Source: an optimization exercise on an open RTL-to-GDS flow (aim: small area and a short achievable clock period). Production flows keep margins and buffers that such runs may drop.
At most, simulation tests tie the RTL to the original design; equivalence was not proved.
Power is estimated from default activity; no workload was simulated.

== job 103 ==
==> module dbg_bit, before the edit <==
module dbg_bit(
    input  [30:0] s,
    input  [30:0] d,
    output y
);
    wire [31:0] t;               
    genvar i;
    generate
        for (i = 0; i < 31; i = i + 1) begin : g
            nd2 u(.a(s[i]), .b(d[i]), .y(t[i]));
        end
    endgenerate
    wire [7:0] u;                
    generate
        for (i = 0; i < 7; i = i + 1) begin : h
            nd4 n(.a(t[4*i]), .b(t[4*i+1]), .c(t[4*i+2]), .d(t[4*i+3]), .y(u[i]));
        end
    endgenerate
    nd3 n7(.a(t[28]), .b(t[29]), .c(t[30]), .y(u[7]));
    wire [3:0] v;
    generate
        for (i = 0; i < 4; i = i + 1) begin : o
            nr2 r(.a(u[2*i]), .b(u[2*i+1]), .y(v[i]));
        end
    endgenerate
    nd4 f(.a(v[0]), .b(v[1]), .c(v[2]), .d(v[3]), .y(y));
endmodule
export LEC_CHECK = 0
export CAP_MARGIN = 20
export CORE_MARGIN = 2
export CORE_UTILIZATION = 35
export PLACE_DENSITY = 0.5
export SLEW_MARGIN = 20
export SYNTH_HIERARCHICAL = 1
create_clock -name core_clock -period 13.0 [get_ports {clk}]
standard.sh (not shown) runs the stock make flow with config.mk's settings and CLKGATE_MAP_FILE= SYNTH_SCRIPT=/design/flow/synth_recipe.tcl, a recipe that flattens the netlist after the stock synthesis.
==> flow/flow/run.sh <==
#!/bin/bash
set -euo pipefail
W=$(pwd)
{ echo "include $W/config.mk"; cat "$W/flow/extra.mk"; } > "$W/own_config.mk"
sed "s#DESIGN_CONFIG=[^ ]*#DESIGN_CONFIG=$W/own_config.mk#" "$W/standard.sh" > "$W/own_standard.sh"
bash "$W/own_standard.sh" > "$W/own_flow.log" 2>&1
==> flow/flow/extra.mk <==
export BUFFER_PORTS_ARGS = -buffer_cell sky130_fd_sc_hd__buf_2
export CTS_ARGS = -sink_clustering_enable -repair_clock_nets -dont_use_dummy_load -buf_list "sky130_fd_sc_hd__clkbuf_8" -sink_clustering_size 16 -sink_clustering_max_diameter 50
export SETUP_SLACK_MARGIN = 6.5
export POST_GLOBAL_ROUTE_TCL = $(WORK_HOME)/../flow/grt_post.tcl
==> flow/flow/grt_post.tcl <==
# Extra antenna margin after global routing, so that detailed routing leaves
# no antenna violation to repair (each post-route repair re-runs the router).
repair_antennas -iterations 3 -ratio_margin 25
check_placement -verbose
Relative to job 103, the following input files were edited for job 102:
==> flow/design.v, changed modules only <==
module dbg_bit(
    input  [30:0] s,
    input  [30:0] d,
    output y
);
    wire [3:0] u;                
    ao8 g0(.s(s[7:0]),   .d(d[7:0]),   .y(u[0]));
    ao8 g1(.s(s[15:8]),  .d(d[15:8]),  .y(u[1]));
    ao8 g2(.s(s[23:16]), .d(d[23:16]), .y(u[2]));
    ao7 g3(.s(s[30:24]), .d(d[30:24]), .y(u[3]));
    wire v0, v1;
    nr2 n0(.a(u[0]), .b(u[1]), .y(v0));
    nr2 n1(.a(u[2]), .b(u[3]), .y(v1));
    nd2 n2(.a(v0), .b(v1), .y(y));
endmodule
### Flow results
- Against job 103, job 102 comes in 15% higher on post-cts gate resize count.
- [job 102] worst max-slew margin expressed relative to the limit fell 2.1 points relative to job 103
- Looking at sequential share of layout area, job 102 sits 1.6 points higher than job 103 does.
- On number of antenna repair diodes: between job 103 and job 102, it ends up lower for job 103.
- [compare] base=job 103 new=job 102: per-instance average area after synthesis moved up; synthesized cell count saw a decrease; final cell count down 860.
For job 103, only the layout was checked, not whether the RTL still works.


RTL: one of the versions met above, not the one the previous note started from.
Size in the first run: roughly 4,800 cells after synthesis, roughly 200 I/O pins, about 64,000 sq um of cells after synthesis.
==> module dbg_bit, before the edit <==
module dbg_bit(
    input  [30:0] s,
    input  [30:0] d,
    output y
);
    wire [3:0] u;                
    ao8 g0(.s(s[7:0]),   .d(d[7:0]),   .y(u[0]));
    ao8 g1(.s(s[15:8]),  .d(d[15:8]),  .y(u[1]));
    ao8 g2(.s(s[23:16]), .d(d[23:16]), .y(u[2]));
    ao7 g3(.s(s[30:24]), .d(d[30:24]), .y(u[3]));
    wire v0, v1;
    nr2 n0(.a(u[0]), .b(u[1]), .y(v0));
    nr2 n1(.a(u[2]), .b(u[3]), .y(v1));
    nd2 n2(.a(v0), .b(v1), .y(y));
endmodule
==> module ao8, before the edit <==
module ao8(input [7:0] s, input [7:0] d, output y);
    assign y = |(s & d);
endmodule
==> module ao7, before the edit <==
module ao7(input [6:0] s, input [6:0] d, output y);
    assign y = |(s & d);
endmodule
==> module nr2, before the edit <==
module nr2(input a, b, output y); assign y = ~(a | b); endmodule
==> flow/config.mk <==
export PLATFORM = sky130hd
export DESIGN_NAME = RV32core
export DESIGN_NICKNAME = RV32core
export VERILOG_FILES = /design/flow/design.v
export SDC_FILE = /design/flow/constraint.sdc
export NUM_CORES = 8
export LEC_CHECK = 0
export CAP_MARGIN = 20
export CORE_MARGIN = 2
export CORE_UTILIZATION = 35
export PLACE_DENSITY = 0.5
export SLEW_MARGIN = 20
export SYNTH_HIERARCHICAL = 1
==> flow/constraint.sdc <==
create_clock -name core_clock -period 13.0 [get_ports {clk}]
set_input_delay 2.6000 -clock core_clock [delete_from_list [all_inputs] [get_ports {clk}]]
set_output_delay 2.6000 -clock core_clock [all_outputs]
set_load 0.01 [all_outputs]
==> flow/flow/extra.mk <==
export BUFFER_PORTS_ARGS = -buffer_cell sky130_fd_sc_hd__buf_2
export CTS_ARGS = -sink_clustering_enable -repair_clock_nets -dont_use_dummy_load -buf_list "sky130_fd_sc_hd__clkbuf_16" -sink_clustering_size 24 -sink_clustering_max_diameter 50
export SETUP_SLACK_MARGIN = 6.5
export POST_GLOBAL_ROUTE_TCL = $(WORK_HOME)/../flow/grt_post.tcl
Scripts as last shown in full above: flow/flow/run.sh, flow/flow/grt_post.tcl
The starting point passed the timing, DRC and antenna checks.
Change:
--- a/flow/design.v
+++ b/flow/design.v
@@ -321,23 +321,23 @@
     input  [30:0] d,
     output y
 );
-    wire [3:0] u;                
-    ao8 g0(.s(s[7:0]),   .d(d[7:0]),   .y(u[0]));
-    ao8 g1(.s(s[15:8]),  .d(d[15:8]),  .y(u[1]));
-    ao8 g2(.s(s[23:16]), .d(d[23:16]), .y(u[2]));
-    ao7 g3(.s(s[30:24]), .d(d[30:24]), .y(u[3]));
-    wire v0, v1;
-    nr2 n0(.a(u[0]), .b(u[1]), .y(v0));
-    nr2 n1(.a(u[2]), .b(u[3]), .y(v1));
-    nd2 n2(.a(v0), .b(v1), .y(y));
+    wire [10:0] t;
+    genvar i;
+    generate
+        for (i = 0; i < 10; i = i + 1) begin : g
+            aoi222 u(.a1(s[3*i]), .a2(d[3*i]), .b1(s[3*i+1]), .b2(d[3*i+1]),
+                     .c1(s[3*i+2]), .c2(d[3*i+2]), .y(t[i]));
+        end
+    endgenerate
+    nd2 u10(.a(s[30]), .b(d[30]), .y(t[10]));
+    wire [2:0] u;
+    nd4 n0(.a(t[0]), .b(t[1]), .c(t[2]),  .d(t[3]), .y(u[0]));
+    nd4 n1(.a(t[4]), .b(t[5]), .c(t[6]),  .d(t[7]), .y(u[1]));
+    nd3 n2(.a(t[8]), .b(t[9]), .c(t[10]),           .y(u[2]));
+    wire yn;
+    nr3 o(.a(u[0]), .b(u[1]), .c(u[2]), .y(yn));
+    iv  v(.a(yn), .y(y));
 endmodule
-module ao8(input [7:0] s, input [7:0] d, output y);
-    assign y = |(s & d);
-endmodule
-module ao7(input [6:0] s, input [6:0] d, output y);
-    assign y = |(s & d);
-endmodule
-module nr2(input a, b, output y); assign y = ~(a | b); endmodule
 module nd2(input a, b, output y); assign y = ~(a & b); endmodule
 module nd3(input a, b, c, output y); assign y = ~(a & b & c); endmodule
 module nd4(input a, b, c, d, output y); assign y = ~(a & b & c & d); endmodule
=> Combinational power barely changes; total power rises by 1.2%; global-route usage falls by 0.34 points; first-iteration DRC count rises by 6.6%; final cell count falls by 2.4%; cell area is about the same; clock power rises by about 3%; core utilization rises by 0.52 points; area after synthesis falls by 0.76%; worst setup slack loses 0.36 ns; wire length falls by 0.77%; non-clock buffer count rises by 22; maximum frequency falls by 4.9%; worst hold slack loses 0.034 ns.

static timing again, ports no longer ideal:
How much do the figures lean on ideal ports? The routed layouts below were timed once more, with nothing changed but the port constraints. Step 1: set_driving_cell puts a clkbuf_16 on clk and a buf_2 on each other input, an assumption about the parent block. Step 2 adds t to the input delays and takes it off the output delays; t is the mean of the earliest and latest rising clock arrival at the registers after step 1. Input paths then give back, and output paths get back, about the clock's delay inside the block. Slacks: no drivers / after step 1 / after step 2; pairs: no drivers / after step 1.
run	shift t [ns]	setup WS [ns]	worst setup path after step 2	latest minus earliest clock arrival (ns)	worst register clock-pin slew, ns
job 103	1.034	5.815 / 5.741 / 5.741	input to output	0.137 / 0.137	0.11 / 0.11
job 102	1.046	5.925 / 5.885 / 5.873	input to register	0.122 / 0.121	0.11 / 0.11
the first run of note 2	0.870	5.934 / 5.869 / 5.869	input to output	0.120 / 0.119	0.08 / 0.08
the second run of note 2	0.877	5.570 / 5.490 / 5.490	input to output	0.137 / 0.137	0.08 / 0.08
After both steps setup and hold are still met in every run listed. For the second run of note 2, which loses most, drivers alone change the setup slack by -0.080 ns; drivers and shift together by -0.080 ns.
